Background: an optimization exercise with open tools, aiming at small area. Do not read the settings as production practice. In this exercise RTL edits were held to simulation tests only and were not proved equivalent to the original.

Design tft_driver, start of the top module:
module tft_driver(
	input wire cclk, rstb,
	input wire inputCharBit,
	input wire [7:0] switch,
	output wire tft_backlight, tft_data_ena,
	output wire tft_display, tft_vdd,
	output wire [7:0] tft_red, tft_green, tft_blue,
	input wire [7:0] bg_red, bg_green, bg_blue,
	output reg [(10-1):0] x,
	output reg [(9-1):0] y,
	output wire new_frame
);
For scale: ~83 I/O pins, ~0.013 mm2 of cells after synthesis.
Settings: LEC_CHECK=0, ABC_AREA=1, CAP_MARGIN=20, CORE_MARGIN=2, CORE_UTILIZATION=40, PLACE_DENSITY=0.6, SLEW_MARGIN=20; clock period 10.0 ns.
run.sh (not shown) runs the stock make flow with config.mk's settings and CLKGATE_MAP_FILE= SYNTH_SCRIPT=/design/flow/synth_recipe.tcl, a recipe that flattens the netlist after the stock synthesis.
The first run finished with timing, DRC and antenna clean.
==> next run, changes <==
==> flow/flow/run.sh (new file) <==
#!/bin/bash
# Standard synthesis, then the combinational logic re-mapped by ABC with an
# area-oriented script (flip-flops kept as the standard synthesis made them,
# same instances and names), then the standard layout with 1x port buffers.
set -euo pipefail
R=$PWD/orfs/results/$FLOW_PLATFORM/tft_driver/base
LIB=$FLOW_HOME/platforms/sky130hd/lib/sky130_fd_sc_hd__tt_025C_1v80.lib
YOSYS=$(command -v yosys || echo /OpenROAD-flow-scripts/tools/install/yosys/bin/yosys)

bash standard.sh $R/1_2_yosys.v > synth.log 2>&1
cp $R/1_2_yosys.v $R/1_2_yosys_standard.v

cat > remap.ys <<EOF
read_liberty -ignore_miss_func $LIB
read_verilog $R/1_2_yosys_standard.v
hierarchy -top $FLOW_TOP
setattr -mod -set keep_hierarchy 1 sky130_fd_sc_hd__dfxtp_*
flatten
delete t:\$scopeinfo
opt_clean
stat -liberty $LIB
opt -fast
abc -liberty $LIB -dont_use sky130_fd_sc_hd__lpflow_* -dont_use sky130_fd_sc_hd__probe* -script $PWD/flow/remap.abc
opt_clean -purge
hilomap -singleton -hicell sky130_fd_sc_hd__conb_1 HI -locell sky130_fd_sc_hd__conb_1 LO
insbuf -buf sky130_fd_sc_hd__buf_4 A X
splitnets
opt_clean -purge
stat -liberty $LIB
hierarchy -top $FLOW_TOP
blackbox sky130_fd_sc_hd__dfxtp_*
write_verilog -noattr -noexpr -nohex -nodec $R/1_2_yosys.v
EOF
$YOSYS -l remap.log remap.ys > /dev/null 2>&1
touch $R/1_2_yosys.v

bash standard.sh BUFFER_PORTS_ARGS="-buffer_cell sky130_fd_sc_hd__buf_1" finish > layout.log 2>&1
==> flow/flow/remap.abc (new file) <==
strash; ifraig; scorr; dc2; strash; &get -n; &dch -f; &nf -R 1000 -C 32; &put
==> flow/standard.sh (new file) <==
#!/bin/bash
# synth_recipe.tcl (not shown) runs the flow's synth.tcl, then flattens the netlist and writes it again
# the make line also repeats each setting of config.mk as NAME=value (left out here)
make -C /OpenROAD-flow-scripts/flow DESIGN_CONFIG=/design/flow/config.mk WORK_HOME=/design/flow/orfs CLKGATE_MAP_FILE= SYNTH_SCRIPT=/design/flow/synth_recipe.tcl "${@:-finish}"
removed: flow/run.sh
Global-route usage shrinks by 0.62 points.
Register-to-register slack improved by 0.36 ns.
Via count falls by about a fifth.
Final area went down by about a fifth.
Setup slack gets better by 0.35 ns.
==> next run, changes <==
==> flow/flow/run.sh (replaced) <==
#!/bin/bash
# Standard layout, unchanged.
bash standard.sh > standard.log 2>&1
removed: flow/flow/remap.abc
=>
- The new run completed with no timing, DRC or antenna violations
- synthesized area goes up by 22%
- clock skew grows by 0.025 ns
- sequential share of layout area came out lower by 6.2 points
- final cell count goes up by 45%
- design area climbs by 20%
- non-clock buffer count drops by 18

* * *

== lane 1 ==
Another version of the RTL of tft_driver (not shown whole).
Size in the first run: ~9100 um^2 of cells after synthesis.
Settings: LEC_CHECK=0, ABC_AREA=1, CAP_MARGIN=20, CORE_MARGIN=2, CORE_UTILIZATION=60, CTS_BUF_LIST=sky130_fd_sc_hd__clkbuf_8, CTS_CLUSTER_DIAMETER=60, CTS_CLUSTER_SIZE=16, GPL_TIMING_DRIVEN=0, PLACE_DENSITY=0.75, SLEW_MARGIN=20; clock period 10.0 ns.
standard.sh (not shown) runs the stock make flow with config.mk's settings and CLKGATE_MAP_FILE= SYNTH_SCRIPT=/design/flow/synth_recipe.tcl, a recipe that flattens the netlist after the stock synthesis.
==> flow/flow/run.sh <==
#!/bin/bash
# Standard synthesis, then the combinational logic re-mapped by ABC with an
# area-oriented script (flip-flops kept as the standard synthesis made them,
# same instances and names), then the standard layout with 1x port buffers.
set -euo pipefail
R=$PWD/orfs/results/$FLOW_PLATFORM/tft_driver/base
LIB=$FLOW_HOME/platforms/sky130hd/lib/sky130_fd_sc_hd__tt_025C_1v80.lib
YOSYS=$(command -v yosys || echo /OpenROAD-flow-scripts/tools/install/yosys/bin/yosys)

bash standard.sh $R/1_2_yosys.v > synth.log 2>&1
cp $R/1_2_yosys.v $R/1_2_yosys_standard.v

cat > remap.ys <<EOF
read_liberty -ignore_miss_func $LIB
read_verilog $R/1_2_yosys_standard.v
hierarchy -top $FLOW_TOP
setattr -mod -set keep_hierarchy 1 sky130_fd_sc_hd__*df* sky130_fd_sc_hd__dl*
flatten
delete t:\$scopeinfo
# internal net names only: ports keep their own nets, with no pass-through copies
rename -hide w:* i:* o:* %u %d
opt_clean
stat -liberty $LIB
opt -fast
abc -liberty $LIB -dont_use sky130_fd_sc_hd__lpflow_* -dont_use sky130_fd_sc_hd__probe* -script $PWD/flow/remap.abc
opt_clean -purge
hilomap -singleton -hicell sky130_fd_sc_hd__conb_1 HI -locell sky130_fd_sc_hd__conb_1 LO
insbuf -buf sky130_fd_sc_hd__buf_1 A X
splitnets
opt_clean -purge
stat -liberty $LIB
hierarchy -top $FLOW_TOP
blackbox sky130_fd_sc_hd__*df* sky130_fd_sc_hd__dl*
write_verilog -noattr -noexpr -nohex -nodec $R/1_2_yosys.v
EOF
$YOSYS -l remap.log remap.ys > /dev/null 2>&1
touch $R/1_2_yosys.v

bash standard.sh BUFFER_PORTS_ARGS="-buffer_cell sky130_fd_sc_hd__buf_1" finish > layout.log 2>&1
==> flow/flow/remap.abc <==
strash; ifraig; scorr; dc2; balance -l; resub -K 6 -l; rewrite -l; resub -K 6 -N 2 -l; refactor -l; resub -K 8 -l; balance -l; resub -K 8 -N 2 -l; rewrite -l; resub -K 10 -l; rewrite -z -l; resub -K 10 -N 2 -l; balance -l; resub -K 12 -l; refactor -z -l; resub -K 12 -N 2 -l; rewrite -z -l; balance -l; dc2; balance -l; resub -K 6 -l; rewrite -l; resub -K 6 -N 2 -l; refactor -l; resub -K 8 -l; balance -l; resub -K 8 -N 2 -l; rewrite -l; resub -K 10 -l; rewrite -z -l; resub -K 10 -N 2 -l; balance -l; resub -K 12 -l; refactor -z -l; resub -K 12 -N 2 -l; rewrite -z -l; balance -l; dc2; balance -l; resub -K 6 -l; rewrite -l; resub -K 6 -N 2 -l; refactor -l; resub -K 8 -l; balance -l; resub -K 8 -N 2 -l; rewrite -l; resub -K 10 -l; rewrite -z -l; resub -K 10 -N 2 -l; balance -l; resub -K 12 -l; refactor -z -l; resub -K 12 -N 2 -l; rewrite -z -l; balance -l; strash; &get -n; &dch -f; &nf -R 1000 -C 32; &put
Lane 1 reached the final stage; the timing, DRC and antenna checks on its layout passed.
Edits applied to the flow inputs when going from lane 1 to lane 2:
- SLEW_MARGIN changed from 20 to 0
- CORE_UTILIZATION changed from 60 to 70
- GPL_TIMING_DRIVEN removed (was 0)
- PLACE_DENSITY changed from 0.75 to 0.8
- CAP_MARGIN changed from 20 to 0
-- flow/flow/run.sh --
<<< lane 1, line 17
setattr -mod -set keep_hierarchy 1 sky130_fd_sc_hd__*df* sky130_fd_sc_hd__dl*
>>> lane 2, line 17
setattr -mod -set keep_hierarchy 1 sky130_fd_sc_hd__dfxtp_*
<<< lane 1, line 20
# internal net names only: ports keep their own nets, with no pass-through copies
rename -hide w:* i:* o:* %u %d
>>> lane 2, line 20
<<< lane 1, line 28
insbuf -buf sky130_fd_sc_hd__buf_1 A X
>>> lane 2, line 26
insbuf -buf sky130_fd_sc_hd__buf_4 A X
<<< lane 1, line 33
blackbox sky130_fd_sc_hd__*df* sky130_fd_sc_hd__dl*
>>> lane 2, line 31
blackbox sky130_fd_sc_hd__dfxtp_*
Results
Share of the clock period used by the worst path after layout in lane 2 is 3.4 points lower than in lane 1
Between lane 1 and lane 2, synthesis-to-layout area growth decreased.
Run comparison: lane 2 uppermost layer routed met5; lane 1 uppermost layer routed met4
Diff lane 1 -> lane 2 | via count | increase of 475
From lane 1 to lane 2 the numbers moved as follows: cell area -about 0.4%, final critical-path setup slack +340 ps.
Input-level comparison between lane 3 and lane 2:
- changing CORE_UTILIZATION from 70 to 60
- changing PLACE_DENSITY from 0.8 to 0.75
- changing SLEW_MARGIN from 0 to 20
- changing CAP_MARGIN from 0 to 20
### Flow results
Changes observed in lane 3 relative to lane 2: number of antenna violations at the first check in global routing went down; required time at the worst-slack endpoint went down; routed metal-1 wire length went up. Cmp lane 3 vs lane 2: final clock period utilization by the worst path higher in lane 3. | worst hold slack | higher: lane 3 |. Die area, lane 3 vs lane 2: up by more than 10%.
Relative to lane 3, the following input files were edited for lane 4:
-- flow/flow/run.sh --
<<< lane 3, line 17
setattr -mod -set keep_hierarchy 1 sky130_fd_sc_hd__dfxtp_*
>>> lane 4, line 17
setattr -mod -set keep_hierarchy 1 sky130_fd_sc_hd__*df* sky130_fd_sc_hd__dl*
<<< lane 3, line 20
>>> lane 4, line 20
# internal net names only: ports keep their own nets, with no pass-through copies
rename -hide w:* i:* o:* %u %d
<<< lane 3, line 26
insbuf -buf sky130_fd_sc_hd__buf_4 A X
>>> lane 4, line 28
insbuf -buf sky130_fd_sc_hd__buf_1 A X
<<< lane 3, line 31
blackbox sky130_fd_sc_hd__dfxtp_*
>>> lane 4, line 33
blackbox sky130_fd_sc_hd__*df* sky130_fd_sc_hd__dl*
[summary]
The final layout net count of lane 4 and that of lane 3 are within noise of each other.
Wire length on met1: lane 4 vs lane 3 up 1.4%
Minimum setup slack after placement: lane 3 and lane 4 compared, lower one is lane 3
Between lane 3 and lane 4, the cell area does not differ in any meaningful way.
Here is what was changed in the inputs of lane 5 compared with lane 4.
- changing CORE_UTILIZATION from 60 to 50
- changing PLACE_DENSITY from 0.75 to 0.65
Results
Timing, DRC, antenna: 0 failures across lane 5 and lane 4
From lane 4 to lane 5 the numbers moved as follows: routed length on met2 went down by 4.6%, cell count after placement went up by 48.
For lane 4, the critical path's slowest cell was sky130_fd_sc_hd__dfxtp_1, unlike lane 5, where it was sky130_fd_sc_hd__nor4_1.
Looking at die area, lane 5 sits 19% higher than lane 4 does.

## port drivers added, routing unchanged
The results above use ideal ports. As a check the final layouts listed here were re-extracted and re-timed, cells and wires unchanged.
Step 1 sets driving cells, clkbuf_16 on the clock port and buf_2 on the other inputs (assumed; they add their load-dependent delay and slew).
Step 2 times the ports against the registers' clock, not the clock port: input delays grow and output delays shrink by t, the midpoint of the rising clock arrivals with the driver on.
Three values: no drivers, after step 1, after step 2; two values: the first two.
| run | shift t [ns] | setup WS [ns] | worst hold slack (ns) | worst slew at a driven data input, ns |
|---|---|---|---|---|
| the first run of note 1 | 0.597 | 3.812 / 3.788 / 3.788 | 0.462 / 0.462 / 0.462 | 0.04 |
| the second run of note 1 | 0.585 | 4.165 / 4.116 / 4.702 | 0.464 / 0.464 / 0.464 | 0.04 |
| the third run of note 1 | 0.597 | 3.812 / 3.788 / 3.788 | 0.462 / 0.462 / 0.462 | 0.04 |
| lane 1 | 0.560 | 0.660 / 0.660 / 0.660 | 0.337 / 0.337 / 0.337 | 0.04 |
| lane 2 | 0.553 | 0.996 / 0.996 / 0.996 | 0.345 / 0.345 / 0.345 | 0.03 |
| lane 3 | 0.559 | 0.903 / 0.903 / 0.903 | 0.348 / 0.348 / 0.348 | 0.04 |
| lane 4 | 0.557 | 0.933 / 0.933 / 0.933 | 0.354 / 0.354 / 0.354 | 0.04 |
| lane 5 | 0.557 | 0.948 / 0.948 / 0.948 | 0.351 / 0.351 / 0.351 | 0.03 |
After both steps every run listed still meets setup and hold.
